What follows belongs to an exercise in optimizing a design on an open flow for small area, a short achievable clock period and few clock cycles; a production flow would make more cautious choices. Function was checked by simulation only, so behaviour that the tests miss may differ from the original.

## flow/design.v (module list and top-level ports; edited modules follow where they fit)
// module sqrt: 115 lines
// module mul32x25: 1815 lines
module sqrt
  #( parameter I_WIDTH = 16,
               F_WIDTH = 16)
  (input [I_WIDTH+F_WIDTH-1:0] N_in,
   output [I_WIDTH+F_WIDTH-1:0] out,
   input clk, rst, in_valid,
   output reg out_valid, ready
  );
  // ...
==> flow/run.sh <==
#!/bin/bash
# synth_recipe.tcl (not shown) runs the flow's synth.tcl, then flattens the netlist and writes it again
# the make line also repeats each setting of config.mk as NAME=value (left out here)
make -C /OpenROAD-flow-scripts/flow DESIGN_CONFIG=/design/flow/config.mk WORK_HOME=/design/flow/orfs CLKGATE_MAP_FILE= SYNTH_SCRIPT=/design/flow/synth_recipe.tcl finish
==> flow/config.mk <==
export PLATFORM = sky130hd
export DESIGN_NAME = sqrt
export DESIGN_NICKNAME = sqrt
export VERILOG_FILES = /design/flow/design.v
export SDC_FILE = /design/flow/constraint.sdc
export NUM_CORES = 4
export LEC_CHECK = 0
export CAP_MARGIN = 50
export CORE_MARGIN = 2
export CORE_UTILIZATION = 40
export CTS_CLUSTER_DIAMETER = 60
export CTS_CLUSTER_SIZE = 20
export PLACE_DENSITY = 0.6
export SLEW_MARGIN = 60
==> flow/constraint.sdc <==
create_clock -name core_clock -period 30.0 [get_ports {clk}]
set_input_delay 6.0000 -clock core_clock [delete_from_list [all_inputs] [get_ports {clk}]]
set_output_delay 6.0000 -clock core_clock [all_outputs]
set_load 0.01 [all_outputs]
==> results_dict.tcl, run 1 <==
set metrics [dict create \
    outcome "finished clean" \
    routed.top_layer "met5" \
    multi_input_gates 2633 \
    drtIter0Drc 4239 \
    yosys.area_share.simple 0.108 \
    placed_cells 4452 \
    yosysWarnings 1 \
    initial_core_util 0.402 \
    reg2reg_slack_ns 22.03 \
    crit_cells 2 \
    synth_edf_count 76 \
    holdPathEnd "out_valid" \
    vias 30298 \
    setup_viol 0 \
    grt_max_degree 68 \
    antenna_found_initial 1 \
    synth_nets 4171 \
    clkCellAreaFrac 0.0173 \
    crit_fanout 22 \
    n_all_inverters 446 \
    place_ws_ns 22.25 \
    hp-class "reg -> reg" \
    cts_buffer_depth 2 \
    finalHoldViolCount 0 \
    fillers 7637 \
    root_buffer "clkbuf_16" \
    path_buf_inv 2 \
    r2r_end "ma[31]" \
]
Testbench counts, summed over its fixed seeds: cycles 35,140.
==> run 2: changes to the inputs <==
--- a/flow/design.v
+++ b/flow/design.v
@@ -1339,592 +1339,267 @@
   wire fs1171 = fs981 ^ fc1074 ^ fs1075;
   wire fc1172 = (fs981 & fc1074) | (fs981 & fs1075) | (fc1074 & fs1075);
   wire fs1173 = fs985 ^ fc1076 ^ fs1077;
   wire fc1174 = (fs985 & fc1076) | (fs985 & fs1077) | (fc1076 & fs1077);
   wire [47:0] ra = {fc1172, fc1170, fc1168, fc1166, fc1164, fc1162, fc1160, fc1158, fc1156, fc1154, fc1152, fc1150, fc1148, fc1146, fc1144, fc1142, fc1140, fc1138, fc1136, fc1134, fc1132, fc1130, fc1128, fc1126, fc1124, fc1122, fc1120, fc1118, fc1116, fc1114, fc1112, fc1110, fc1108, fc1106, fc1104, fc1102, fc1100, fc1098, fc1096, fc1094, fc1092, fc1090, fc1088, fc1086, fc1084, hc1082, hc1080, hs1079};
   wire [47:0] rb = {fs1173, fs1171, fs1169, fs1167, fs1165, fs1163, fs1161, fs1159, fs1157, fs1155, fs1153, fs1151, fs1149, fs1147, fs1145, fs1143, fs1141, fs1139, fs1137, fs1135, fs1133, fs1131, fs1129, fs1127, fs1125, fs1123, fs1121, fs1119, fs1117, fs1115, fs1113, fs1111, fs1109, fs1107, fs1105, fs1103, fs1101, fs1099, fs1097, fs1095, fs1093, fs1091, fs1089, fs1087, fs1085, fs1083, hs1081, p1};
   wire [47:0] kg0 = ra & rb;
   wire [47:0] kp0 = ra ^ rb;
-  wire [47:0] kg1, kp1;
-  assign kg1[0] = kg0[0];
-  assign kp1[0] = kp0[0];
-  assign kg1[1] = kg0[1] | (kp0[1] & kg0[0]);
-  assign kp1[1] = kp0[1] & kp0[0];
-  assign kg1[2] = kg0[2] | (kp0[2] & kg0[1]);
-  assign kp1[2] = kp0[2] & kp0[1];
-  assign kg1[3] = kg0[3] | (kp0[3] & kg0[2]);
-  assign kp1[3] = kp0[3] & kp0[2];
-  assign kg1[4] = kg0[4] | (kp0[4] & kg0[3]);
-  assign kp1[4] = kp0[4] & kp0[3];
-  assign kg1[5] = kg0[5] | (kp0[5] & kg0[4]);
-  assign kp1[5] = kp0[5] & kp0[4];
-  assign kg1[6] = kg0[6] | (kp0[6] & kg0[5]);
-  assign kp1[6] = kp0[6] & kp0[5];
-  assign kg1[7] = kg0[7] | (kp0[7] & kg0[6]);
-  assign kp1[7] = kp0[7] & kp0[6];
-  assign kg1[8] = kg0[8] | (kp0[8] & kg0[7]);
-  assign kp1[8] = kp0[8] & kp0[7];
-  assign kg1[9] = kg0[9] | (kp0[9] & kg0[8]);
-  assign kp1[9] = kp0[9] & kp0[8];
-  assign kg1[10] = kg0[10] | (kp0[10] & kg0[9]);
-  assign kp1[10] = kp0[10] & kp0[9];
-  assign kg1[11] = kg0[11] | (kp0[11] & kg0[10]);
-  assign kp1[11] = kp0[11] & kp0[10];
-  assign kg1[12] = kg0[12] | (kp0[12] & kg0[11]);
-  assign kp1[12] = kp0[12] & kp0[11];
-  assign kg1[13] = kg0[13] | (kp0[13] & kg0[12]);
-  assign kp1[13] = kp0[13] & kp0[12];
-  assign kg1[14] = kg0[14] | (kp0[14] & kg0[13]);
-  assign kp1[14] = kp0[14] & kp0[13];
-  assign kg1[15] = kg0[15] | (kp0[15] & kg0[14]);
-  assign kp1[15] = kp0[15] & kp0[14];
-  assign kg1[16] = kg0[16] | (kp0[16] & kg0[15]);
-  assign kp1[16] = kp0[16] & kp0[15];
-  assign kg1[17] = kg0[17] | (kp0[17] & kg0[16]);
-  assign kp1[17] = kp0[17] & kp0[16];
-  assign kg1[18] = kg0[18] | (kp0[18] & kg0[17]);
-  assign kp1[18] = kp0[18] & kp0[17];
-  assign kg1[19] = kg0[19] | (kp0[19] & kg0[18]);
-  assign kp1[19] = kp0[19] & kp0[18];
-  assign kg1[20] = kg0[20] | (kp0[20] & kg0[19]);
-  assign kp1[20] = kp0[20] & kp0[19];
-  assign kg1[21] = kg0[21] | (kp0[21] & kg0[20]);
-  assign kp1[21] = kp0[21] & kp0[20];
-  assign kg1[22] = kg0[22] | (kp0[22] & kg0[21]);
-  assign kp1[22] = kp0[22] & kp0[21];
-  assign kg1[23] = kg0[23] | (kp0[23] & kg0[22]);
-  assign kp1[23] = kp0[23] & kp0[22];
-  assign kg1[24] = kg0[24] | (kp0[24] & kg0[23]);
-  assign kp1[24] = kp0[24] & kp0[23];
-  assign kg1[25] = kg0[25] | (kp0[25] & kg0[24]);
-  assign kp1[25] = kp0[25] & kp0[24];
-  assign kg1[26] = kg0[26] | (kp0[26] & kg0[25]);
-  assign kp1[26] = kp0[26] & kp0[25];
-  assign kg1[27] = kg0[27] | (kp0[27] & kg0[26]);
-  assign kp1[27] = kp0[27] & kp0[26];
-  assign kg1[28] = kg0[28] | (kp0[28] & kg0[27]);
-  assign kp1[28] = kp0[28] & kp0[27];
-  assign kg1[29] = kg0[29] | (kp0[29] & kg0[28]);
-  assign kp1[29] = kp0[29] & kp0[28];
-  assign kg1[30] = kg0[30] | (kp0[30] & kg0[29]);
-  assign kp1[30] = kp0[30] & kp0[29];
-  assign kg1[31] = kg0[31] | (kp0[31] & kg0[30]);
-  assign kp1[31] = kp0[31] & kp0[30];
-  assign kg1[32] = kg0[32] | (kp0[32] & kg0[31]);
-  assign kp1[32] = kp0[32] & kp0[31];
-  assign kg1[33] = kg0[33] | (kp0[33] & kg0[32]);
-  assign kp1[33] = kp0[33] & kp0[32];
-  assign kg1[34] = kg0[34] | (kp0[34] & kg0[33]);
-  assign kp1[34] = kp0[34] & kp0[33];
-  assign kg1[35] = kg0[35] | (kp0[35] & kg0[34]);
-  assign kp1[35] = kp0[35] & kp0[34];
-  assign kg1[36] = kg0[36] | (kp0[36] & kg0[35]);
-  assign kp1[36] = kp0[36] & kp0[35];
-  assign kg1[37] = kg0[37] | (kp0[37] & kg0[36]);
-  assign kp1[37] = kp0[37] & kp0[36];
-  assign kg1[38] = kg0[38] | (kp0[38] & kg0[37]);
-  assign kp1[38] = kp0[38] & kp0[37];
-  assign kg1[39] = kg0[39] | (kp0[39] & kg0[38]);
-  assign kp1[39] = kp0[39] & kp0[38];
-  assign kg1[40] = kg0[40] | (kp0[40] & kg0[39]);
-  assign kp1[40] = kp0[40] & kp0[39];
-  assign kg1[41] = kg0[41] | (kp0[41] & kg0[40]);
-  assign kp1[41] = kp0[41] & kp0[40];
-  assign kg1[42] = kg0[42] | (kp0[42] & kg0[41]);
-  assign kp1[42] = kp0[42] & kp0[41];
-  assign kg1[43] = kg0[43] | (kp0[43] & kg0[42]);
-  assign kp1[43] = kp0[43] & kp0[42];
-  assign kg1[44] = kg0[44] | (kp0[44] & kg0[43]);
-  assign kp1[44] = kp0[44] & kp0[43];
-  assign kg1[45] = kg0[45] | (kp0[45] & kg0[44]);
-  assign kp1[45] = kp0[45] & kp0[44];
-  assign kg1[46] = kg0[46] | (kp0[46] & kg0[45]);
-  assign kp1[46] = kp0[46] & kp0[45];
-  assign kg1[47] = kg0[47] | (kp0[47] & kg0[46]);
-  assign kp1[47] = kp0[47] & kp0[46];
-  wire [47:0] kg2, kp2;
-  assign kg2[0] = kg1[0];
-  assign kp2[0] = kp1[0];
-  assign kg2[1] = kg1[1];
-  assign kp2[1] = kp1[1];
-  assign kg2[2] = kg1[2] | (kp1[2] & kg1[0]);
-  assign kp2[2] = kp1[2] & kp1[0];
-  assign kg2[3] = kg1[3] | (kp1[3] & kg1[1]);
-  assign kp2[3] = kp1[3] & kp1[1];
-  assign kg2[4] = kg1[4] | (kp1[4] & kg1[2]);
-  assign kp2[4] = kp1[4] & kp1[2];
-  assign kg2[5] = kg1[5] | (kp1[5] & kg1[3]);
-  assign kp2[5] = kp1[5] & kp1[3];
-  assign kg2[6] = kg1[6] | (kp1[6] & kg1[4]);
-  assign kp2[6] = kp1[6] & kp1[4];
-  assign kg2[7] = kg1[7] | (kp1[7] & kg1[5]);
-  assign kp2[7] = kp1[7] & kp1[5];
-  assign kg2[8] = kg1[8] | (kp1[8] & kg1[6]);
-  assign kp2[8] = kp1[8] & kp1[6];
-  assign kg2[9] = kg1[9] | (kp1[9] & kg1[7]);
-  assign kp2[9] = kp1[9] & kp1[7];
-  assign kg2[10] = kg1[10] | (kp1[10] & kg1[8]);
-  assign kp2[10] = kp1[10] & kp1[8];
-  assign kg2[11] = kg1[11] | (kp1[11] & kg1[9]);
-  assign kp2[11] = kp1[11] & kp1[9];
-  assign kg2[12] = kg1[12] | (kp1[12] & kg1[10]);
-  assign kp2[12] = kp1[12] & kp1[10];
-  assign kg2[13] = kg1[13] | (kp1[13] & kg1[11]);
-  assign kp2[13] = kp1[13] & kp1[11];
-  assign kg2[14] = kg1[14] | (kp1[14] & kg1[12]);
-  assign kp2[14] = kp1[14] & kp1[12];
-  assign kg2[15] = kg1[15] | (kp1[15] & kg1[13]);
-  assign kp2[15] = kp1[15] & kp1[13];
-  assign kg2[16] = kg1[16] | (kp1[16] & kg1[14]);
-  assign kp2[16] = kp1[16] & kp1[14];
-  assign kg2[17] = kg1[17] | (kp1[17] & kg1[15]);
-  assign kp2[17] = kp1[17] & kp1[15];
-  assign kg2[18] = kg1[18] | (kp1[18] & kg1[16]);
-  assign kp2[18] = kp1[18] & kp1[16];
-  assign kg2[19] = kg1[19] | (kp1[19] & kg1[17]);
-  assign kp2[19] = kp1[19] & kp1[17];
-  assign kg2[20] = kg1[20] | (kp1[20] & kg1[18]);
-  assign kp2[20] = kp1[20] & kp1[18];
-  assign kg2[21] = kg1[21] | (kp1[21] & kg1[19]);
-  assign kp2[21] = kp1[21] & kp1[19];
-  assign kg2[22] = kg1[22] | (kp1[22] & kg1[20]);
-  assign kp2[22] = kp1[22] & kp1[20];
-  assign kg2[23] = kg1[23] | (kp1[23] & kg1[21]);
-  assign kp2[23] = kp1[23] & kp1[21];
-  assign kg2[24] = kg1[24] | (kp1[24] & kg1[22]);
-  assign kp2[24] = kp1[24] & kp1[22];
-  assign kg2[25] = kg1[25] | (kp1[25] & kg1[23]);
-  assign kp2[25] = kp1[25] & kp1[23];
-  assign kg2[26] = kg1[26] | (kp1[26] & kg1[24]);
-  assign kp2[26] = kp1[26] & kp1[24];
-  assign kg2[27] = kg1[27] | (kp1[27] & kg1[25]);
-  assign kp2[27] = kp1[27] & kp1[25];
-  assign kg2[28] = kg1[28] | (kp1[28] & kg1[26]);
-  assign kp2[28] = kp1[28] & kp1[26];
-  assign kg2[29] = kg1[29] | (kp1[29] & kg1[27]);
-  assign kp2[29] = kp1[29] & kp1[27];
-  assign kg2[30] = kg1[30] | (kp1[30] & kg1[28]);
-  assign kp2[30] = kp1[30] & kp1[28];
-  assign kg2[31] = kg1[31] | (kp1[31] & kg1[29]);
-  assign kp2[31] = kp1[31] & kp1[29];
-  assign kg2[32] = kg1[32] | (kp1[32] & kg1[30]);
-  assign kp2[32] = kp1[32] & kp1[30];
-  assign kg2[33] = kg1[33] | (kp1[33] & kg1[31]);
-  assign kp2[33] = kp1[33] & kp1[31];
-  assign kg2[34] = kg1[34] | (kp1[34] & kg1[32]);
-  assign kp2[34] = kp1[34] & kp1[32];
-  assign kg2[35] = kg1[35] | (kp1[35] & kg1[33]);
-  assign kp2[35] = kp1[35] & kp1[33];
-  assign kg2[36] = kg1[36] | (kp1[36] & kg1[34]);
-  assign kp2[36] = kp1[36] & kp1[34];
-  assign kg2[37] = kg1[37] | (kp1[37] & kg1[35]);
-  assign kp2[37] = kp1[37] & kp1[35];
-  assign kg2[38] = kg1[38] | (kp1[38] & kg1[36]);
-  assign kp2[38] = kp1[38] & kp1[36];
-  assign kg2[39] = kg1[39] | (kp1[39] & kg1[37]);
-  assign kp2[39] = kp1[39] & kp1[37];
-  assign kg2[40] = kg1[40] | (kp1[40] & kg1[38]);
-  assign kp2[40] = kp1[40] & kp1[38];
-  assign kg2[41] = kg1[41] | (kp1[41] & kg1[39]);
-  assign kp2[41] = kp1[41] & kp1[39];
-  assign kg2[42] = kg1[42] | (kp1[42] & kg1[40]);
-  assign kp2[42] = kp1[42] & kp1[40];
-  assign kg2[43] = kg1[43] | (kp1[43] & kg1[41]);
-  assign kp2[43] = kp1[43] & kp1[41];
-  assign kg2[44] = kg1[44] | (kp1[44] & kg1[42]);
-  assign kp2[44] = kp1[44] & kp1[42];
-  assign kg2[45] = kg1[45] | (kp1[45] & kg1[43]);
-  assign kp2[45] = kp1[45] & kp1[43];
-  assign kg2[46] = kg1[46] | (kp1[46] & kg1[44]);
-  assign kp2[46] = kp1[46] & kp1[44];
-  assign kg2[47] = kg1[47] | (kp1[47] & kg1[45]);
-  assign kp2[47] = kp1[47] & kp1[45];
-  wire [47:0] kg3, kp3;
-  assign kg3[0] = kg2[0];
-  assign kp3[0] = kp2[0];
-  assign kg3[1] = kg2[1];
-  assign kp3[1] = kp2[1];
-  assign kg3[2] = kg2[2];
-  assign kp3[2] = kp2[2];
-  assign kg3[3] = kg2[3];
-  assign kp3[3] = kp2[3];
-  assign kg3[4] = kg2[4] | (kp2[4] & kg2[0]);
-  assign kp3[4] = kp2[4] & kp2[0];
-  assign kg3[5] = kg2[5] | (kp2[5] & kg2[1]);
-  assign kp3[5] = kp2[5] & kp2[1];
-  assign kg3[6] = kg2[6] | (kp2[6] & kg2[2]);
-  assign kp3[6] = kp2[6] & kp2[2];
-  assign kg3[7] = kg2[7] | (kp2[7] & kg2[3]);
-  assign kp3[7] = kp2[7] & kp2[3];
-  assign kg3[8] = kg2[8] | (kp2[8] & kg2[4]);
-  assign kp3[8] = kp2[8] & kp2[4];
-  assign kg3[9] = kg2[9] | (kp2[9] & kg2[5]);
-  assign kp3[9] = kp2[9] & kp2[5];
-  assign kg3[10] = kg2[10] | (kp2[10] & kg2[6]);
-  assign kp3[10] = kp2[10] & kp2[6];
-  assign kg3[11] = kg2[11] | (kp2[11] & kg2[7]);
-  assign kp3[11] = kp2[11] & kp2[7];
-  assign kg3[12] = kg2[12] | (kp2[12] & kg2[8]);
-  assign kp3[12] = kp2[12] & kp2[8];
-  assign kg3[13] = kg2[13] | (kp2[13] & kg2[9]);
-  assign kp3[13] = kp2[13] & kp2[9];
-  assign kg3[14] = kg2[14] | (kp2[14] & kg2[10]);
-  assign kp3[14] = kp2[14] & kp2[10];
-  assign kg3[15] = kg2[15] | (kp2[15] & kg2[11]);
-  assign kp3[15] = kp2[15] & kp2[11];
-  assign kg3[16] = kg2[16] | (kp2[16] & kg2[12]);
-  assign kp3[16] = kp2[16] & kp2[12];
-  assign kg3[17] = kg2[17] | (kp2[17] & kg2[13]);
-  assign kp3[17] = kp2[17] & kp2[13];
-  assign kg3[18] = kg2[18] | (kp2[18] & kg2[14]);
-  assign kp3[18] = kp2[18] & kp2[14];
-  assign kg3[19] = kg2[19] | (kp2[19] & kg2[15]);
-  assign kp3[19] = kp2[19] & kp2[15];
-  assign kg3[20] = kg2[20] | (kp2[20] & kg2[16]);
-  assign kp3[20] = kp2[20] & kp2[16];
-  assign kg3[21] = kg2[21] | (kp2[21] & kg2[17]);
-  assign kp3[21] = kp2[21] & kp2[17];
-  assign kg3[22] = kg2[22] | (kp2[22] & kg2[18]);
-  assign kp3[22] = kp2[22] & kp2[18];
-  assign kg3[23] = kg2[23] | (kp2[23] & kg2[19]);
-  assign kp3[23] = kp2[23] & kp2[19];
-  assign kg3[24] = kg2[24] | (kp2[24] & kg2[20]);
-  assign kp3[24] = kp2[24] & kp2[20];
-  assign kg3[25] = kg2[25] | (kp2[25] & kg2[21]);
-  assign kp3[25] = kp2[25] & kp2[21];
-  assign kg3[26] = kg2[26] | (kp2[26] & kg2[22]);
-  assign kp3[26] = kp2[26] & kp2[22];
-  assign kg3[27] = kg2[27] | (kp2[27] & kg2[23]);
-  assign kp3[27] = kp2[27] & kp2[23];
-  assign kg3[28] = kg2[28] | (kp2[28] & kg2[24]);
-  assign kp3[28] = kp2[28] & kp2[24];
-  assign kg3[29] = kg2[29] | (kp2[29] & kg2[25]);
-  assign kp3[29] = kp2[29] & kp2[25];
-  assign kg3[30] = kg2[30] | (kp2[30] & kg2[26]);
-  assign kp3[30] = kp2[30] & kp2[26];
-  assign kg3[31] = kg2[31] | (kp2[31] & kg2[27]);
-  assign kp3[31] = kp2[31] & kp2[27];
-  assign kg3[32] = kg2[32] | (kp2[32] & kg2[28]);
-  assign kp3[32] = kp2[32] & kp2[28];
-  assign kg3[33] = kg2[33] | (kp2[33] & kg2[29]);
-  assign kp3[33] = kp2[33] & kp2[29];
-  assign kg3[34] = kg2[34] | (kp2[34] & kg2[30]);
-  assign kp3[34] = kp2[34] & kp2[30];
-  assign kg3[35] = kg2[35] | (kp2[35] & kg2[31]);
-  assign kp3[35] = kp2[35] & kp2[31];
-  assign kg3[36] = kg2[36] | (kp2[36] & kg2[32]);
-  assign kp3[36] = kp2[36] & kp2[32];
-  assign kg3[37] = kg2[37] | (kp2[37] & kg2[33]);
-  assign kp3[37] = kp2[37] & kp2[33];
-  assign kg3[38] = kg2[38] | (kp2[38] & kg2[34]);
-  assign kp3[38] = kp2[38] & kp2[34];
-  assign kg3[39] = kg2[39] | (kp2[39] & kg2[35]);
-  assign kp3[39] = kp2[39] & kp2[35];
-  assign kg3[40] = kg2[40] | (kp2[40] & kg2[36]);
-  assign kp3[40] = kp2[40] & kp2[36];
-  assign kg3[41] = kg2[41] | (kp2[41] & kg2[37]);
-  assign kp3[41] = kp2[41] & kp2[37];
-  assign kg3[42] = kg2[42] | (kp2[42] & kg2[38]);
-  assign kp3[42] = kp2[42] & kp2[38];
-  assign kg3[43] = kg2[43] | (kp2[43] & kg2[39]);
-  assign kp3[43] = kp2[43] & kp2[39];
-  assign kg3[44] = kg2[44] | (kp2[44] & kg2[40]);
-  assign kp3[44] = kp2[44] & kp2[40];
-  assign kg3[45] = kg2[45] | (kp2[45] & kg2[41]);
-  assign kp3[45] = kp2[45] & kp2[41];
-  assign kg3[46] = kg2[46] | (kp2[46] & kg2[42]);
-  assign kp3[46] = kp2[46] & kp2[42];
-  assign kg3[47] = kg2[47] | (kp2[47] & kg2[43]);
-  assign kp3[47] = kp2[47] & kp2[43];
-  wire [47:0] kg4, kp4;
-  assign kg4[0] = kg3[0];
-  assign kp4[0] = kp3[0];
-  assign kg4[1] = kg3[1];
-  assign kp4[1] = kp3[1];
-  assign kg4[2] = kg3[2];
-  assign kp4[2] = kp3[2];
-  assign kg4[3] = kg3[3];
-  assign kp4[3] = kp3[3];
-  assign kg4[4] = kg3[4];
-  assign kp4[4] = kp3[4];
-  assign kg4[5] = kg3[5];
-  assign kp4[5] = kp3[5];
-  assign kg4[6] = kg3[6];
-  assign kp4[6] = kp3[6];
-  assign kg4[7] = kg3[7];
-  assign kp4[7] = kp3[7];
-  assign kg4[8] = kg3[8] | (kp3[8] & kg3[0]);
-  assign kp4[8] = kp3[8] & kp3[0];
-  assign kg4[9] = kg3[9] | (kp3[9] & kg3[1]);
-  assign kp4[9] = kp3[9] & kp3[1];
-  assign kg4[10] = kg3[10] | (kp3[10] & kg3[2]);
-  assign kp4[10] = kp3[10] & kp3[2];
-  assign kg4[11] = kg3[11] | (kp3[11] & kg3[3]);
-  assign kp4[11] = kp3[11] & kp3[3];
-  assign kg4[12] = kg3[12] | (kp3[12] & kg3[4]);
-  assign kp4[12] = kp3[12] & kp3[4];
-  assign kg4[13] = kg3[13] | (kp3[13] & kg3[5]);
-  assign kp4[13] = kp3[13] & kp3[5];
-  assign kg4[14] = kg3[14] | (kp3[14] & kg3[6]);
-  assign kp4[14] = kp3[14] & kp3[6];
-  assign kg4[15] = kg3[15] | (kp3[15] & kg3[7]);
-  assign kp4[15] = kp3[15] & kp3[7];
-  assign kg4[16] = kg3[16] | (kp3[16] & kg3[8]);
-  assign kp4[16] = kp3[16] & kp3[8];
-  assign kg4[17] = kg3[17] | (kp3[17] & kg3[9]);
-  assign kp4[17] = kp3[17] & kp3[9];
-  assign kg4[18] = kg3[18] | (kp3[18] & kg3[10]);
-  assign kp4[18] = kp3[18] & kp3[10];
-  assign kg4[19] = kg3[19] | (kp3[19] & kg3[11]);
-  assign kp4[19] = kp3[19] & kp3[11];
-  assign kg4[20] = kg3[20] | (kp3[20] & kg3[12]);
-  assign kp4[20] = kp3[20] & kp3[12];
-  assign kg4[21] = kg3[21] | (kp3[21] & kg3[13]);
-  assign kp4[21] = kp3[21] & kp3[13];
-  assign kg4[22] = kg3[22] | (kp3[22] & kg3[14]);
-  assign kp4[22] = kp3[22] & kp3[14];
-  assign kg4[23] = kg3[23] | (kp3[23] & kg3[15]);
-  assign kp4[23] = kp3[23] & kp3[15];
-  assign kg4[24] = kg3[24] | (kp3[24] & kg3[16]);
-  assign kp4[24] = kp3[24] & kp3[16];
-  assign kg4[25] = kg3[25] | (kp3[25] & kg3[17]);
-  assign kp4[25] = kp3[25] & kp3[17];
-  assign kg4[26] = kg3[26] | (kp3[26] & kg3[18]);
-  assign kp4[26] = kp3[26] & kp3[18];
-  assign kg4[27] = kg3[27] | (kp3[27] & kg3[19]);
-  assign kp4[27] = kp3[27] & kp3[19];
-  assign kg4[28] = kg3[28] | (kp3[28] & kg3[20]);
-  assign kp4[28] = kp3[28] & kp3[20];
-  assign kg4[29] = kg3[29] | (kp3[29] & kg3[21]);
-  assign kp4[29] = kp3[29] & kp3[21];
-  assign kg4[30] = kg3[30] | (kp3[30] & kg3[22]);
-  assign kp4[30] = kp3[30] & kp3[22];
-  assign kg4[31] = kg3[31] | (kp3[31] & kg3[23]);
-  assign kp4[31] = kp3[31] & kp3[23];
-  assign kg4[32] = kg3[32] | (kp3[32] & kg3[24]);
-  assign kp4[32] = kp3[32] & kp3[24];
-  assign kg4[33] = kg3[33] | (kp3[33] & kg3[25]);
-  assign kp4[33] = kp3[33] & kp3[25];
-  assign kg4[34] = kg3[34] | (kp3[34] & kg3[26]);
-  assign kp4[34] = kp3[34] & kp3[26];
-  assign kg4[35] = kg3[35] | (kp3[35] & kg3[27]);
-  assign kp4[35] = kp3[35] & kp3[27];
-  assign kg4[36] = kg3[36] | (kp3[36] & kg3[28]);
-  assign kp4[36] = kp3[36] & kp3[28];
-  assign kg4[37] = kg3[37] | (kp3[37] & kg3[29]);
-  assign kp4[37] = kp3[37] & kp3[29];
-  assign kg4[38] = kg3[38] | (kp3[38] & kg3[30]);
-  assign kp4[38] = kp3[38] & kp3[30];
-  assign kg4[39] = kg3[39] | (kp3[39] & kg3[31]);
-  assign kp4[39] = kp3[39] & kp3[31];
-  assign kg4[40] = kg3[40] | (kp3[40] & kg3[32]);
-  assign kp4[40] = kp3[40] & kp3[32];
-  assign kg4[41] = kg3[41] | (kp3[41] & kg3[33]);
-  assign kp4[41] = kp3[41] & kp3[33];
-  assign kg4[42] = kg3[42] | (kp3[42] & kg3[34]);
-  assign kp4[42] = kp3[42] & kp3[34];
-  assign kg4[43] = kg3[43] | (kp3[43] & kg3[35]);
-  assign kp4[43] = kp3[43] & kp3[35];
-  assign kg4[44] = kg3[44] | (kp3[44] & kg3[36]);
-  assign kp4[44] = kp3[44] & kp3[36];
-  assign kg4[45] = kg3[45] | (kp3[45] & kg3[37]);
-  assign kp4[45] = kp3[45] & kp3[37];
-  assign kg4[46] = kg3[46] | (kp3[46] & kg3[38]);
-  assign kp4[46] = kp3[46] & kp3[38];
-  assign kg4[47] = kg3[47] | (kp3[47] & kg3[39]);
-  assign kp4[47] = kp3[47] & kp3[39];
-  wire [47:0] kg5, kp5;
-  assign kg5[0] = kg4[0];
-  assign kp5[0] = kp4[0];
-  assign kg5[1] = kg4[1];
-  assign kp5[1] = kp4[1];
-  assign kg5[2] = kg4[2];
-  assign kp5[2] = kp4[2];
-  assign kg5[3] = kg4[3];
-  assign kp5[3] = kp4[3];
-  assign kg5[4] = kg4[4];
-  assign kp5[4] = kp4[4];
-  assign kg5[5] = kg4[5];
-  assign kp5[5] = kp4[5];
-  assign kg5[6] = kg4[6];
-  assign kp5[6] = kp4[6];
-  assign kg5[7] = kg4[7];
-  assign kp5[7] = kp4[7];
-  assign kg5[8] = kg4[8];
-  assign kp5[8] = kp4[8];
-  assign kg5[9] = kg4[9];
-  assign kp5[9] = kp4[9];
-  assign kg5[10] = kg4[10];
-  assign kp5[10] = kp4[10];
-  assign kg5[11] = kg4[11];
-  assign kp5[11] = kp4[11];
-  assign kg5[12] = kg4[12];
-  assign kp5[12] = kp4[12];
-  assign kg5[13] = kg4[13];
-  assign kp5[13] = kp4[13];
-  assign kg5[14] = kg4[14];
-  assign kp5[14] = kp4[14];
-  assign kg5[15] = kg4[15];
-  assign kp5[15] = kp4[15];
-  assign kg5[16] = kg4[16] | (kp4[16] & kg4[0]);
-  assign kp5[16] = kp4[16] & kp4[0];
-  assign kg5[17] = kg4[17] | (kp4[17] & kg4[1]);
-  assign kp5[17] = kp4[17] & kp4[1];
-  assign kg5[18] = kg4[18] | (kp4[18] & kg4[2]);
-  assign kp5[18] = kp4[18] & kp4[2];
-  assign kg5[19] = kg4[19] | (kp4[19] & kg4[3]);
-  assign kp5[19] = kp4[19] & kp4[3];
-  assign kg5[20] = kg4[20] | (kp4[20] & kg4[4]);
-  assign kp5[20] = kp4[20] & kp4[4];
-  assign kg5[21] = kg4[21] | (kp4[21] & kg4[5]);
-  assign kp5[21] = kp4[21] & kp4[5];
-  assign kg5[22] = kg4[22] | (kp4[22] & kg4[6]);
-  assign kp5[22] = kp4[22] & kp4[6];
-  assign kg5[23] = kg4[23] | (kp4[23] & kg4[7]);
-  assign kp5[23] = kp4[23] & kp4[7];
-  assign kg5[24] = kg4[24] | (kp4[24] & kg4[8]);
-  assign kp5[24] = kp4[24] & kp4[8];
-  assign kg5[25] = kg4[25] | (kp4[25] & kg4[9]);
-  assign kp5[25] = kp4[25] & kp4[9];
-  assign kg5[26] = kg4[26] | (kp4[26] & kg4[10]);
-  assign kp5[26] = kp4[26] & kp4[10];
-  assign kg5[27] = kg4[27] | (kp4[27] & kg4[11]);
-  assign kp5[27] = kp4[27] & kp4[11];
-  assign kg5[28] = kg4[28] | (kp4[28] & kg4[12]);
-  assign kp5[28] = kp4[28] & kp4[12];
-  assign kg5[29] = kg4[29] | (kp4[29] & kg4[13]);
-  assign kp5[29] = kp4[29] & kp4[13];
-  assign kg5[30] = kg4[30] | (kp4[30] & kg4[14]);
-  assign kp5[30] = kp4[30] & kp4[14];
-  assign kg5[31] = kg4[31] | (kp4[31] & kg4[15]);
-  assign kp5[31] = kp4[31] & kp4[15];
-  assign kg5[32] = kg4[32] | (kp4[32] & kg4[16]);
-  assign kp5[32] = kp4[32] & kp4[16];
-  assign kg5[33] = kg4[33] | (kp4[33] & kg4[17]);
-  assign kp5[33] = kp4[33] & kp4[17];
-  assign kg5[34] = kg4[34] | (kp4[34] & kg4[18]);
-  assign kp5[34] = kp4[34] & kp4[18];
-  assign kg5[35] = kg4[35] | (kp4[35] & kg4[19]);
-  assign kp5[35] = kp4[35] & kp4[19];
-  assign kg5[36] = kg4[36] | (kp4[36] & kg4[20]);
-  assign kp5[36] = kp4[36] & kp4[20];
-  assign kg5[37] = kg4[37] | (kp4[37] & kg4[21]);
-  assign kp5[37] = kp4[37] & kp4[21];
-  assign kg5[38] = kg4[38] | (kp4[38] & kg4[22]);
-  assign kp5[38] = kp4[38] & kp4[22];
-  assign kg5[39] = kg4[39] | (kp4[39] & kg4[23]);
-  assign kp5[39] = kp4[39] & kp4[23];
-  assign kg5[40] = kg4[40] | (kp4[40] & kg4[24]);
-  assign kp5[40] = kp4[40] & kp4[24];
-  assign kg5[41] = kg4[41] | (kp4[41] & kg4[25]);
-  assign kp5[41] = kp4[41] & kp4[25];
-  assign kg5[42] = kg4[42] | (kp4[42] & kg4[26]);
-  assign kp5[42] = kp4[42] & kp4[26];
-  assign kg5[43] = kg4[43] | (kp4[43] & kg4[27]);
-  assign kp5[43] = kp4[43] & kp4[27];
-  assign kg5[44] = kg4[44] | (kp4[44] & kg4[28]);
-  assign kp5[44] = kp4[44] & kp4[28];
-  assign kg5[45] = kg4[45] | (kp4[45] & kg4[29]);
-  assign kp5[45] = kp4[45] & kp4[29];
-  assign kg5[46] = kg4[46] | (kp4[46] & kg4[30]);
-  assign kp5[46] = kp4[46] & kp4[30];
-  assign kg5[47] = kg4[47] | (kp4[47] & kg4[31]);
-  assign kp5[47] = kp4[47] & kp4[31];
-  wire [47:0] kg6, kp6;
-  assign kg6[0] = kg5[0];
-  assign kp6[0] = kp5[0];
-  assign kg6[1] = kg5[1];
-  assign kp6[1] = kp5[1];
-  assign kg6[2] = kg5[2];
-  assign kp6[2] = kp5[2];
-  assign kg6[3] = kg5[3];
-  assign kp6[3] = kp5[3];
-  assign kg6[4] = kg5[4];
-  assign kp6[4] = kp5[4];
-  assign kg6[5] = kg5[5];
-  assign kp6[5] = kp5[5];
-  assign kg6[6] = kg5[6];
-  assign kp6[6] = kp5[6];
-  assign kg6[7] = kg5[7];
-  assign kp6[7] = kp5[7];
-  assign kg6[8] = kg5[8];
-  assign kp6[8] = kp5[8];
-  assign kg6[9] = kg5[9];
-  assign kp6[9] = kp5[9];
-  assign kg6[10] = kg5[10];
-  assign kp6[10] = kp5[10];
-  assign kg6[11] = kg5[11];
-  assign kp6[11] = kp5[11];
-  assign kg6[12] = kg5[12];
-  assign kp6[12] = kp5[12];
-  assign kg6[13] = kg5[13];
-  assign kp6[13] = kp5[13];
-  assign kg6[14] = kg5[14];
-  assign kp6[14] = kp5[14];
-  assign kg6[15] = kg5[15];
-  assign kp6[15] = kp5[15];
-  assign kg6[16] = kg5[16];
-  assign kp6[16] = kp5[16];
-  assign kg6[17] = kg5[17];
-  assign kp6[17] = kp5[17];
-  assign kg6[18] = kg5[18];
-  assign kp6[18] = kp5[18];
-  assign kg6[19] = kg5[19];
-  assign kp6[19] = kp5[19];
-  assign kg6[20] = kg5[20];
-  assign kp6[20] = kp5[20];
-  assign kg6[21] = kg5[21];
-  assign kp6[21] = kp5[21];
-  assign kg6[22] = kg5[22];
-  assign kp6[22] = kp5[22];
-  assign kg6[23] = kg5[23];
-  assign kp6[23] = kp5[23];
-  assign kg6[24] = kg5[24];
-  assign kp6[24] = kp5[24];
-  assign kg6[25] = kg5[25];
-  assign kp6[25] = kp5[25];
-  assign kg6[26] = kg5[26];
-  assign kp6[26] = kp5[26];
-  assign kg6[27] = kg5[27];
-  assign kp6[27] = kp5[27];
-  assign kg6[28] = kg5[28];
-  assign kp6[28] = kp5[28];
-  assign kg6[29] = kg5[29];
-  assign kp6[29] = kp5[29];
-  assign kg6[30] = kg5[30];
-  assign kp6[30] = kp5[30];
-  assign kg6[31] = kg5[31];
-  assign kp6[31] = kp5[31];
-  assign kg6[32] = kg5[32] | (kp5[32] & kg5[0]);
-  assign kp6[32] = kp5[32] & kp5[0];
-  assign kg6[33] = kg5[33] | (kp5[33] & kg5[1]);
-  assign kp6[33] = kp5[33] & kp5[1];
-  assign kg6[34] = kg5[34] | (kp5[34] & kg5[2]);
-  assign kp6[34] = kp5[34] & kp5[2];
-  assign kg6[35] = kg5[35] | (kp5[35] & kg5[3]);
-  assign kp6[35] = kp5[35] & kp5[3];
-  assign kg6[36] = kg5[36] | (kp5[36] & kg5[4]);
-  assign kp6[36] = kp5[36] & kp5[4];
-  assign kg6[37] = kg5[37] | (kp5[37] & kg5[5]);
-  assign kp6[37] = kp5[37] & kp5[5];
-  assign kg6[38] = kg5[38] | (kp5[38] & kg5[6]);
-  assign kp6[38] = kp5[38] & kp5[6];
-  assign kg6[39] = kg5[39] | (kp5[39] & kg5[7]);
-  assign kp6[39] = kp5[39] & kp5[7];
-  assign kg6[40] = kg5[40] | (kp5[40] & kg5[8]);
-  assign kp6[40] = kp5[40] & kp5[8];
-  assign kg6[41] = kg5[41] | (kp5[41] & kg5[9]);
-  assign kp6[41] = kp5[41] & kp5[9];
-  assign kg6[42] = kg5[42] | (kp5[42] & kg5[10]);
-  assign kp6[42] = kp5[42] & kp5[10];
-  assign kg6[43] = kg5[43] | (kp5[43] & kg5[11]);
-  assign kp6[43] = kp5[43] & kp5[11];
-  assign kg6[44] = kg5[44] | (kp5[44] & kg5[12]);
-  assign kp6[44] = kp5[44] & kp5[12];
-  assign kg6[45] = kg5[45] | (kp5[45] & kg5[13]);
-  assign kp6[45] = kp5[45] & kp5[13];
-  assign kg6[46] = kg5[46] | (kp5[46] & kg5[14]);
-  assign kp6[46] = kp5[46] & kp5[14];
-  assign kg6[47] = kg5[47] | (kp5[47] & kg5[15]);
-  assign kp6[47] = kp5[47] & kp5[15];
-  assign p = kp0 ^ {kg6[46:0], 1'b0};
+  wire cg1 = kg0[1] | (kp0[1] & kg0[0]);
+  wire cp1 = kp0[1] & kp0[0];
+  wire cg2 = kg0[3] | (kp0[3] & kg0[2]);
+  wire cp2 = kp0[3] & kp0[2];
+  wire cg3 = kg0[5] | (kp0[5] & kg0[4]);
+  wire cp3 = kp0[5] & kp0[4];
+  wire cg4 = kg0[7] | (kp0[7] & kg0[6]);
+  wire cp4 = kp0[7] & kp0[6];
+  wire cg5 = kg0[9] | (kp0[9] & kg0[8]);
+  wire cp5 = kp0[9] & kp0[8];
+  wire cg6 = kg0[11] | (kp0[11] & kg0[10]);
+  wire cp6 = kp0[11] & kp0[10];
+  wire cg7 = kg0[13] | (kp0[13] & kg0[12]);
+  wire cp7 = kp0[13] & kp0[12];
+  wire cg8 = kg0[15] | (kp0[15] & kg0[14]);
+  wire cp8 = kp0[15] & kp0[14];
+  wire cg9 = kg0[17] | (kp0[17] & kg0[16]);
+  wire cp9 = kp0[17] & kp0[16];
+  wire cg10 = kg0[19] | (kp0[19] & kg0[18]);
+  wire cp10 = kp0[19] & kp0[18];
+  wire cg11 = kg0[21] | (kp0[21] & kg0[20]);
+  wire cp11 = kp0[21] & kp0[20];
+  wire cg12 = kg0[23] | (kp0[23] & kg0[22]);
+  wire cp12 = kp0[23] & kp0[22];
+  wire cg13 = kg0[25] | (kp0[25] & kg0[24]);
+  wire cp13 = kp0[25] & kp0[24];
+  wire cg14 = kg0[27] | (kp0[27] & kg0[26]);
+  wire cp14 = kp0[27] & kp0[26];
+  wire cg15 = kg0[29] | (kp0[29] & kg0[28]);
+  wire cp15 = kp0[29] & kp0[28];
+  wire cg16 = kg0[31] | (kp0[31] & kg0[30]);
+  wire cp16 = kp0[31] & kp0[30];
+  wire cg17 = kg0[33] | (kp0[33] & kg0[32]);
+  wire cp17 = kp0[33] & kp0[32];
+  wire cg18 = kg0[35] | (kp0[35] & kg0[34]);
+  wire cp18 = kp0[35] & kp0[34];
+  wire cg19 = kg0[37] | (kp0[37] & kg0[36]);
+  wire cp19 = kp0[37] & kp0[36];
+  wire cg20 = kg0[39] | (kp0[39] & kg0[38]);
+  wire cp20 = kp0[39] & kp0[38];
+  wire cg21 = kg0[41] | (kp0[41] & kg0[40]);
+  wire cp21 = kp0[41] & kp0[40];
+  wire cg22 = kg0[43] | (kp0[43] & kg0[42]);
+  wire cp22 = kp0[43] & kp0[42];
+  wire cg23 = kg0[45] | (kp0[45] & kg0[44]);
+  wire cp23 = kp0[45] & kp0[44];
+  wire cg24 = kg0[47] | (kp0[47] & kg0[46]);
+  wire cp24 = kp0[47] & kp0[46];
+  wire cg25 = kg0[2] | (kp0[2] & cg1);
+  wire cp25 = kp0[2] & cp1;
+  wire cg26 = cg2 | (cp2 & cg1);
+  wire cp26 = cp2 & cp1;
+  wire cg27 = kg0[6] | (kp0[6] & cg3);
+  wire cp27 = kp0[6] & cp3;
+  wire cg28 = cg4 | (cp4 & cg3);
+  wire cp28 = cp4 & cp3;
+  wire cg29 = kg0[10] | (kp0[10] & cg5);
+  wire cp29 = kp0[10] & cp5;
+  wire cg30 = cg6 | (cp6 & cg5);
+  wire cp30 = cp6 & cp5;
+  wire cg31 = kg0[14] | (kp0[14] & cg7);
+  wire cp31 = kp0[14] & cp7;
+  wire cg32 = cg8 | (cp8 & cg7);
+  wire cp32 = cp8 & cp7;
+  wire cg33 = kg0[18] | (kp0[18] & cg9);
+  wire cp33 = kp0[18] & cp9;
+  wire cg34 = cg10 | (cp10 & cg9);
+  wire cp34 = cp10 & cp9;
+  wire cg35 = kg0[22] | (kp0[22] & cg11);
+  wire cp35 = kp0[22] & cp11;
+  wire cg36 = cg12 | (cp12 & cg11);
+  wire cp36 = cp12 & cp11;
+  wire cg37 = kg0[26] | (kp0[26] & cg13);
+  wire cp37 = kp0[26] & cp13;
+  wire cg38 = cg14 | (cp14 & cg13);
+  wire cp38 = cp14 & cp13;
+  wire cg39 = kg0[30] | (kp0[30] & cg15);
+  wire cp39 = kp0[30] & cp15;
+  wire cg40 = cg16 | (cp16 & cg15);
+  wire cp40 = cp16 & cp15;
+  wire cg41 = kg0[34] | (kp0[34] & cg17);
+  wire cp41 = kp0[34] & cp17;
+  wire cg42 = cg18 | (cp18 & cg17);
+  wire cp42 = cp18 & cp17;
+  wire cg43 = kg0[38] | (kp0[38] & cg19);
+  wire cp43 = kp0[38] & cp19;
+  wire cg44 = cg20 | (cp20 & cg19);
+  wire cp44 = cp20 & cp19;
+  wire cg45 = kg0[42] | (kp0[42] & cg21);
+  wire cp45 = kp0[42] & cp21;
+  wire cg46 = cg22 | (cp22 & cg21);
+  wire cp46 = cp22 & cp21;
+  wire cg47 = kg0[46] | (kp0[46] & cg23);
+  wire cp47 = kp0[46] & cp23;
+  wire cg48 = cg24 | (cp24 & cg23);
+  wire cp48 = cp24 & cp23;
+  wire cg49 = kg0[4] | (kp0[4] & cg26);
+  wire cp49 = kp0[4] & cp26;
+  wire cg50 = cg3 | (cp3 & cg26);
+  wire cp50 = cp3 & cp26;
+  wire cg51 = cg27 | (cp27 & cg26);
+  wire cp51 = cp27 & cp26;
+  wire cg52 = cg28 | (cp28 & cg26);
+  wire cp52 = cp28 & cp26;
+  wire cg53 = kg0[12] | (kp0[12] & cg30);
+  wire cp53 = kp0[12] & cp30;
+  wire cg54 = cg7 | (cp7 & cg30);
+  wire cp54 = cp7 & cp30;
+  wire cg55 = cg31 | (cp31 & cg30);
+  wire cp55 = cp31 & cp30;
+  wire cg56 = cg32 | (cp32 & cg30);
+  wire cp56 = cp32 & cp30;
+  wire cg57 = kg0[20] | (kp0[20] & cg34);
+  wire cp57 = kp0[20] & cp34;
+  wire cg58 = cg11 | (cp11 & cg34);
+  wire cp58 = cp11 & cp34;
+  wire cg59 = cg35 | (cp35 & cg34);
+  wire cp59 = cp35 & cp34;
+  wire cg60 = cg36 | (cp36 & cg34);
+  wire cp60 = cp36 & cp34;
+  wire cg61 = kg0[28] | (kp0[28] & cg38);
+  wire cp61 = kp0[28] & cp38;
+  wire cg62 = cg15 | (cp15 & cg38);
+  wire cp62 = cp15 & cp38;
+  wire cg63 = cg39 | (cp39 & cg38);
+  wire cp63 = cp39 & cp38;
+  wire cg64 = cg40 | (cp40 & cg38);
+  wire cp64 = cp40 & cp38;
+  wire cg65 = kg0[36] | (kp0[36] & cg42);
+  wire cp65 = kp0[36] & cp42;
+  wire cg66 = cg19 | (cp19 & cg42);
+  wire cp66 = cp19 & cp42;
+  wire cg67 = cg43 | (cp43 & cg42);
+  wire cp67 = cp43 & cp42;
+  wire cg68 = cg44 | (cp44 & cg42);
+  wire cp68 = cp44 & cp42;
+  wire cg69 = kg0[44] | (kp0[44] & cg46);
+  wire cp69 = kp0[44] & cp46;
+  wire cg70 = cg23 | (cp23 & cg46);
+  wire cp70 = cp23 & cp46;
+  wire cg71 = cg47 | (cp47 & cg46);
+  wire cp71 = cp47 & cp46;
+  wire cg72 = cg48 | (cp48 & cg46);
+  wire cp72 = cp48 & cp46;
+  wire cg73 = kg0[8] | (kp0[8] & cg52);
+  wire cp73 = kp0[8] & cp52;
+  wire cg74 = cg5 | (cp5 & cg52);
+  wire cp74 = cp5 & cp52;
+  wire cg75 = cg29 | (cp29 & cg52);
+  wire cp75 = cp29 & cp52;
+  wire cg76 = cg30 | (cp30 & cg52);
+  wire cp76 = cp30 & cp52;
+  wire cg77 = cg53 | (cp53 & cg52);
+  wire cp77 = cp53 & cp52;
+  wire cg78 = cg54 | (cp54 & cg52);
+  wire cp78 = cp54 & cp52;
+  wire cg79 = cg55 | (cp55 & cg52);
+  wire cp79 = cp55 & cp52;
+  wire cg80 = cg56 | (cp56 & cg52);
+  wire cp80 = cp56 & cp52;
+  wire cg81 = kg0[24] | (kp0[24] & cg60);
+  wire cp81 = kp0[24] & cp60;
+  wire cg82 = cg13 | (cp13 & cg60);
+  wire cp82 = cp13 & cp60;
+  wire cg83 = cg37 | (cp37 & cg60);
+  wire cp83 = cp37 & cp60;
+  wire cg84 = cg38 | (cp38 & cg60);
+  wire cp84 = cp38 & cp60;
+  wire cg85 = cg61 | (cp61 & cg60);
+  wire cp85 = cp61 & cp60;
+  wire cg86 = cg62 | (cp62 & cg60);
+  wire cp86 = cp62 & cp60;
+  wire cg87 = cg63 | (cp63 & cg60);
+  wire cp87 = cp63 & cp60;
+  wire cg88 = cg64 | (cp64 & cg60);
+  wire cp88 = cp64 & cp60;
+  wire cg89 = kg0[40] | (kp0[40] & cg68);
+  wire cp89 = kp0[40] & cp68;
+  wire cg90 = cg21 | (cp21 & cg68);
+  wire cp90 = cp21 & cp68;
+  wire cg91 = cg45 | (cp45 & cg68);
+  wire cp91 = cp45 & cp68;
+  wire cg92 = cg46 | (cp46 & cg68);
+  wire cp92 = cp46 & cp68;
+  wire cg93 = cg69 | (cp69 & cg68);
+  wire cp93 = cp69 & cp68;
+  wire cg94 = cg70 | (cp70 & cg68);
+  wire cp94 = cp70 & cp68;
+  wire cg95 = cg71 | (cp71 & cg68);
+  wire cp95 = cp71 & cp68;
+  wire cg96 = cg72 | (cp72 & cg68);
+  wire cp96 = cp72 & cp68;
+  wire cg97 = kg0[16] | (kp0[16] & cg80);
+  wire cp97 = kp0[16] & cp80;
+  wire cg98 = cg9 | (cp9 & cg80);
+  wire cp98 = cp9 & cp80;
+  wire cg99 = cg33 | (cp33 & cg80);
+  wire cp99 = cp33 & cp80;
+  wire cg100 = cg34 | (cp34 & cg80);
+  wire cp100 = cp34 & cp80;
+  wire cg101 = cg57 | (cp57 & cg80);
+  wire cp101 = cp57 & cp80;
+  wire cg102 = cg58 | (cp58 & cg80);
+  wire cp102 = cp58 & cp80;
+  wire cg103 = cg59 | (cp59 & cg80);
+  wire cp103 = cp59 & cp80;
+  wire cg104 = cg60 | (cp60 & cg80);
+  wire cp104 = cp60 & cp80;
+  wire cg105 = cg81 | (cp81 & cg80);
+  wire cp105 = cp81 & cp80;
+  wire cg106 = cg82 | (cp82 & cg80);
+  wire cp106 = cp82 & cp80;
+  wire cg107 = cg83 | (cp83 & cg80);
+  wire cp107 = cp83 & cp80;
+  wire cg108 = cg84 | (cp84 & cg80);
+  wire cp108 = cp84 & cp80;
+  wire cg109 = cg85 | (cp85 & cg80);
+  wire cp109 = cp85 & cp80;
+  wire cg110 = cg86 | (cp86 & cg80);
+  wire cp110 = cp86 & cp80;
+  wire cg111 = cg87 | (cp87 & cg80);
+  wire cp111 = cp87 & cp80;
+  wire cg112 = cg88 | (cp88 & cg80);
+  wire cp112 = cp88 & cp80;
+  wire cg113 = kg0[32] | (kp0[32] & cg112);
+  wire cp113 = kp0[32] & cp112;
+  wire cg114 = cg17 | (cp17 & cg112);
+  wire cp114 = cp17 & cp112;
+  wire cg115 = cg41 | (cp41 & cg112);
+  wire cp115 = cp41 & cp112;
+  wire cg116 = cg42 | (cp42 & cg112);
+  wire cp116 = cp42 & cp112;
+  wire cg117 = cg65 | (cp65 & cg112);
+  wire cp117 = cp65 & cp112;
+  wire cg118 = cg66 | (cp66 & cg112);
+  wire cp118 = cp66 & cp112;
+  wire cg119 = cg67 | (cp67 & cg112);
+  wire cp119 = cp67 & cp112;
+  wire cg120 = cg68 | (cp68 & cg112);
+  wire cp120 = cp68 & cp112;
+  wire cg121 = cg89 | (cp89 & cg112);
+  wire cp121 = cp89 & cp112;
+  wire cg122 = cg90 | (cp90 & cg112);
+  wire cp122 = cp90 & cp112;
+  wire cg123 = cg91 | (cp91 & cg112);
+  wire cp123 = cp91 & cp112;
+  wire cg124 = cg92 | (cp92 & cg112);
+  wire cp124 = cp92 & cp112;
+  wire cg125 = cg93 | (cp93 & cg112);
+  wire cp125 = cp93 & cp112;
+  wire cg126 = cg94 | (cp94 & cg112);
+  wire cp126 = cp94 & cp112;
+  wire cg127 = cg95 | (cp95 & cg112);
+  wire cp127 = cp95 & cp112;
+  wire cg128 = cg96 | (cp96 & cg112);
+  wire cp128 = cp96 & cp112;
+  wire [47:0] cy = {cg128, cg127, cg126, cg125, cg124, cg123, cg122, cg121, cg120, cg119, cg118, cg117, cg116, cg115, cg114, cg113, cg112, cg111, cg110, cg109, cg108, cg107, cg106, cg105, cg104, cg103, cg102, cg101, cg100, cg99, cg98, cg97, cg80, cg79, cg78, cg77, cg76, cg75, cg74, cg73, cg52, cg51, cg50, cg49, cg26, cg25, cg1, kg0[0]};
+  assign p = kp0 ^ {cy[46:0], 1'b0};
 endmodule
==> flow/config.mk (replaced) <==
export PLATFORM = sky130hd
export DESIGN_NAME = sqrt
export DESIGN_NICKNAME = sqrt
export VERILOG_FILES = /design/flow/design.v
export SDC_FILE = /design/flow/constraint.sdc
export NUM_CORES = 4
export LEC_CHECK = 0
export CAP_MARGIN = 50
export CORE_MARGIN = 2
export CORE_UTILIZATION = 50
export CTS_CLUSTER_DIAMETER = 60
export CTS_CLUSTER_SIZE = 20
export PLACE_DENSITY = 0.72
export SLEW_MARGIN = 60
==> run 2 against run 1 <==
Still clean. Clock skew decreased by 0.00077 ns. Maximum frequency increased by 0.50%. Clock-buffer cell count unchanged. Synthesized cell count decreased by 5.4%. Sequential cell count unchanged. First-iteration DRC count increased by 4.9%. Global-route usage increased by 4.4 points. Critical path depth unchanged.
==> results_dict.tcl, run 2 <==
set metrics [dict create \
    fin_setup_tns_ns 0 \
    synth_top_area_frac 0.226 \
    drt-total-wl_um 114000 \
    antenna_found_initial 2 \
    slew_headroom 0.556 \
    root_buffer "clkbuf_16" \
    numPortBuffers 68 \
    synthCells 3454 \
    remaining_drc_errors 0 \
    arrival_ns 2.30 \
    grt_pass1_wl_um 172000 \
    async_flop_share 0 \
    grt_max_degree 64 \
    yosys.area_share.adder 0.287 \
    regArea_um2 3870 \
    synth_top_family_by_area "adder cells" \
    start_kind "flop" \
    cts.sinks 153 \
    hold_buffers 0 \
    post-cts-setup-buffers 0 \
    fillers 5503 \
    end_kind "output port" \
    yosys.area_share.simple 0.0959 \
    synthTopCellsByCount "inv_1, fa_1, clkbuf_1" \
    finalWorstSetupSlack_ns 21.70 \
    initial_core_util 0.504 \
    vias 28788 \
    holdPathEnd "out_valid" \
    dpl_cell_area_um2 31400 \
    place_ws_ns 21.85 \
    r2r_end "mb_neg[11]" \
    gr-total-overflow 0 \
    die-height_um 250 \
    insertedDiodeCount 0 \
    numCtsBuffers 17 \
    drtIter0Drc 4448 \
    finalHoldViolCount 0 \
    placed_cells 4035 \
    die_area_um2 62500 \
    area_delta_synth_final_pct 6.53 \
    reg2reg_slack_ns 21.81 \
    layout_commonest_cell "inv_1" \
    hp-class "reg -> reg" \
    synth_area_leaders "fa_1, edfxtp_1, xor2_1" \
    routabilityCongestion 0.988 \
    finalNonFillerCells 4073 \
    post_cts_resized 0 \
    holdPathStages 1 \
    nets 3801 \
    synth_nets 3977 \
    synth_area_um2 30200 \
    insertion_delay_ns 0.45 \
    regToRegStartpoint "ma[14]" \
    die_w_um 250 \
    worstMarginPinSlew_ns 0.664 \
    muxShareOfSynthArea 0.0182 \
    dr.pass1.iters 11 \
    detail-route-antenna-nets 0 \
    ys_seq_area_frac 0.126 \
    reg.largest.list "N x32, ma x32, X x25" \
    dp_hpwl_um 82500 \
    routedWlPerCell_um 27.9 \
    yosysWarnings 1 \
    tritoncts "done" \
    crit_required_ns 24.00 \
    fmax_mhz 120 \
    final_cell_area_um2 32200 \
    fin_crit_ns 8.30 \
    coreArea_um2 60000 \
    yosysMostFrequentCell "inv_1" \
    worst_r2r_path_depth 30 \
    drv_slew 0 \
    io_pins 69 \
    ys_seq_elements 153 \
    grtUsageTotal 0.359 \
    grt_pass1_vias 27873 \
    synth_cell_type_count 104 \
    layout_common_cells "inv_1, fa_1, xor2_1, nand2_1, a22o_1" \
    min-delay-start "st_f" \
    maxCapViolations 0 \
    period_share 0.277 \
    drive_gt1_frac 0.101 \
    avgSynthCellArea_um2 8.76 \
    clk_pin_slew_ns 0.07 \
    ys_dominant_reg_cell "dfxtp_1" \
    outcome "finished clean" \
    worstSetupPathType "reg -> out" \
    multiInputGateArea_um2 23600 \
    fin_skew_ns 0.0135 \
    synth_top_area_cell "fa_1" \
    synthXorXnorAreaFrac 0.0857 \
    cts_buffer_depth 2 \
    synth-compound-area-share 0.283 \
    htreeDepth 4 \
    num_rows 90 \
    crit_fanout 20 \
    setup_viol 0 \
    synth_edf_count 76 \
    vias_per_cell 7.07 \
    rsz0062_at_grt "no" \
]
==> run 2: critical path, stage by stage (launching register included) <==
cell	delay [ns]
dfxtp_1	0.69
buf_4	0.49
clkdlybuf4s50_1	0.66
==> run 2: worst max-delay path by stage <==
stage,startpoint,end,cells past startpoint
4_1_cts,mb_neg[7],mb_neg[11],31
6_report,ma[22],out[22],2
3_3_place_gp,mb_neg[7],mb_neg[11],31
5_1_grt,mb_two[2],mb_neg[11],29
3_5_place_dp,mb_neg[7],mb_neg[11],31
2_1_floorplan,mb_neg[9],mb_neg[11],29
==> run 2: routing by layer <==
layer | up-vias | GRT usage | wire [µm]
met5 | - | 0 | 10
met4 | 2 | 0.177 | 6940
met1 | 13873 | 0.478 | 42200
met2 | 2355 | 0.531 | 47700
li1 | 12063 | - | -
met3 | 495 | 0.107 | 16800
==> run 2: cell type report <==
class / count / share of cell area
flip-flops and latches: 153 / 0.120
clock buffers: 19 / 0.0148
multi-input cells: 2482 / 0.731
repair buffers: 177 / 0.0481
well taps: 782 / 0.0304
inverters: 447 / 0.0523
clock inverters: 13 / 0.00326
==> run 2: cells by family after synthesis <==
kind of cell    count (synthesis)
xor+xnor                      296
buf+inv                       819
flops                         153
fa+ha+maj                     488
compound gates               1068
mux                            52
simple gates                  578
==> run 2: through the flow <==
step / util / hold WS [ns]
2_1_floorplan: - / 0.439
3_3_place_gp: 0.519 / 0.489
3_5_place_dp: 0.524 / 0.492
4_1_cts: 0.533 / 0.495
5_1_grt: 0.537 / 0.505
6_report: 0.537 / 0.504
Testbench counts of run 2, summed over its fixed seeds: cycles 35,140.
==> run 3: changes to the inputs <==
--- a/flow/config.mk
+++ b/flow/config.mk
@@ -7,8 +7,8 @@
 export LEC_CHECK = 0
 export CAP_MARGIN = 50
 export CORE_MARGIN = 2
-export CORE_UTILIZATION = 50
+export CORE_UTILIZATION = 40
 export CTS_CLUSTER_DIAMETER = 60
 export CTS_CLUSTER_SIZE = 20
-export PLACE_DENSITY = 0.72
+export PLACE_DENSITY = 0.6
 export SLEW_MARGIN = 60
==> run 3 against run 2 <==
Design area up 0.70%. Sequential share of layout area down 0.084 points. Sequential cell count unchanged. Routed wire length up 5.5%. Maximum frequency up 0.40%.
==> results_dict.tcl, run 3 <==
set metrics [dict create \
    drtIter0Drc 4042 \
    routedWlPerCell_um 28.1 \
    ys_dominant_reg_cell "dfxtp_1" \
    muxShareOfSynthArea 0.0182 \
    post_cts_resized 0 \
    gr-total-overflow 0 \
    maxCapViolations 0 \
    fmax_mhz 121 \
    layout_common_cells "inv_1, fa_1, xor2_1, nand2_1, a22o_1" \
    synth_top_area_cell "fa_1" \
    root_buffer "clkbuf_16" \
    path_buf_inv 2 \
    outcome "finished clean" \
    start_kind "flop" \
    fin_skew_ns 0.0218 \
    coreArea_um2 74700 \
    synth_area_um2 30200 \
    drt-total-wl_um 120000 \
    grt_max_degree 68 \
    crit_cells 2 \
    fin_crit_ns 8.27 \
    dr.pass1.iters 6 \
    synthXorXnorAreaFrac 0.0857 \
    synthCells 3454 \
    worst_path_max_delay_cell "clkdlybuf4s50_1" \
    r2r_end "mb_neg[11]" \
    synth-compound-area-share 0.283 \
    drv_slew 0 \
    hold_buffers 0 \
    post-cts-setup-buffers 0 \
    die_w_um 279 \
    rsz0062_at_grt "no" \
    crit_required_ns 24.00 \
    avgSynthCellArea_um2 8.76 \
    remaining_drc_errors 0 \
    cts_buffer_depth 2 \
    routabilityCongestion 0.964 \
    tritoncts "done" \
    cts.sinks 153 \
    htreeDepth 4 \
    drive_gt1_frac 0.104 \
    end_kind "output port" \
    cpPeakStageDelay_ns 0.70 \
    reg.largest.list "N x32, ma x32, X x25" \
    critical-path-top-delay-family "buffers and inverters" \
    clk_pin_slew_ns 0.08 \
    grtUsageTotal 0.305 \
    worstMarginPinSlew_ns 0.620 \
    yosysWarnings 1 \
    numPortBuffers 68 \
    synth_nets 3977 \
    finalHoldViolCount 0 \
    arrival_ns 2.27 \
    synth_cell_type_count 104 \
    crit_fanout 22 \
    cp_cell_sequence "buf_4 > clkdlybuf4s50_1" \
    regToRegStartpoint "ma[14]" \
    die-height_um 279 \
    layout_commonest_cell "inv_1" \
    dp_hpwl_um 85900 \
    initial_core_util 0.405 \
    nets 3805 \
    synth_edf_count 76 \
    yosys.area_share.simple 0.0959 \
    grt_pass1_wl_um 180000 \
    synth_top_area_frac 0.226 \
    io_pins 69 \
    hp-class "reg -> reg" \
    min-delay-start "st_f" \
    fin_setup_tns_ns 0 \
    ys_seq_area_frac 0.126 \
    area_delta_synth_final_pct 7.28 \
    post-route-util 0.434 \
    holdPathEnd "out_valid" \
    insertion_delay_ns 0.46 \
    grt_pass1_vias 27612 \
    vias 28320 \
    vias_per_cell 6.64 \
    numCtsBuffers 17 \
    worstSetupPathType "reg -> out" \
    period_share 0.276 \
    synth_top_family_by_area "adder cells" \
    synth_area_leaders "fa_1, edfxtp_1, xor2_1" \
    reg2reg_slack_ns 21.76 \
    die_area_um2 77800 \
    slew_headroom 0.585 \
    yosys.area_share.adder 0.287 \
    holdPathStages 1 \
    yosysMostFrequentCell "inv_1" \
    final_cell_area_um2 32400 \
    worst_r2r_path_depth 30 \
    ys_seq_elements 153 \
    dpl_cell_area_um2 31800 \
    async_flop_share 0 \
    synthTopCellsByCount "inv_1, fa_1, clkbuf_1" \
    setup_viol 0 \
    num_rows 100 \
    antenna_found_initial 3 \
    detail-route-antenna-nets 0 \
]
run 3: cell counts after synthesis:
No cell type changed its count.
run 3: layout make-up:
class | instances | area, µm²
fillers | 7379 | 42300
diodes | 1 | 2.50
multi-input cells | 2482 | 23500
repair buffers | 181 | 1590
clock buffers | 18 | 429
inverters | 447 | 1690
clock inverters | 14 | 131
flip-flops and latches | 153 | 3870
well taps | 969 | 1210
run 3: cell families after synthesis:
logic type	count (synthesis)
AND/OR/NAND/NOR	578
buffers and inverters	819
flip-flops	153
adder cells (fa/ha/maj)	488
AO/OA/AOI/OAI	1068
XOR/XNOR	296
multiplexers	52
run 3: metrics by stage:
stage               hold slack [ns]  cells  setup slack [ns]
floorplan                     0.439   3454             22.66
global placement              0.547   4216             21.72
detailed placement            0.536   4226             22.00
CTS                           0.540   4258             21.78
global route                  0.548   4264             21.30
finish                        0.545   4265             21.73
run 3: worst max path at each step:
stage	slack, ns	end	startpoint
2_1_floorplan	22.66	mb_neg[11]	mb_neg[9]
3_3_place_gp	21.72	mb_neg[11]	mb_one[2]
3_5_place_dp	22.00	mb_neg[11]	ma[14]
4_1_cts	21.78	out[6]	ma[6]
5_1_grt	21.30	mb_neg[11]	mb_two[2]
6_report	21.73	out[22]	ma[22]
run 3: worst register-to-register path: cells and delay by family, from the launching register on:
kind / cells / cell delay (ns)
buffers and inverters: 6 / 1.19
xor gates and xnor gates: 1 / 0.26
DFF: 1 / 0.55
adders and majority gates: 7 / 2.50
and+or+nand+nor: 2 / 0.20
AOI/OAI and AO/OA: 14 / 3.50
run 3: metal layers:
| metal | vias up | wire length, µm | track usage |
|---|---|---|---|
| li1 | 12067 | - | - |
| met5 | - | 56 | 0 |
| met1 | 14023 | 48400 | 0.414 |
| met2 | 1899 | 52400 | 0.466 |
| met3 | 325 | 14100 | 0.0782 |
| met4 | 6 | 4900 | 0.111 |

port drivers added, routing unchanged:
The results above use ideal ports. As a check the final layouts listed here were re-extracted and re-timed, cells and wires unchanged. Step 1 (the two cells are an assumption about what drives the block):
set clk [get_ports {clk}]
set_driving_cell -lib_cell sky130_fd_sc_hd__clkbuf_16 $clk
set_driving_cell -lib_cell sky130_fd_sc_hd__buf_2 [delete_from_list [all_inputs] $clk]
Step 2 moves the port delays by t, midway between the first and last clock arrival at a register: inputs arrive t later, outputs are due t later. That takes back most of the time a late clock gives input paths. Slacks: ideal ports / drivers / drivers and shift; pairs: ideal ports / drivers.
| run | t (ns) | setup WS [ns] | worst hold slack (ns) | clock arrival spread, ns | worst data-port slew with drivers (ns) |
|---|---|---|---|---|---|
| run 1 | 0.496 | 21.655 / 21.602 / 22.028 | 0.502 / 0.502 / 0.502 | 0.014 / 0.014 | 0.04 |
| run 2 | 0.495 | 21.697 / 21.646 / 21.814 | 0.504 / 0.504 / 0.504 | 0.013 / 0.014 | 0.04 |
| run 3 | 0.507 | 21.730 / 21.673 / 21.762 | 0.545 / 0.545 / 0.545 | 0.022 / 0.022 | 0.04 |
After both steps every run listed still meets setup and hold.
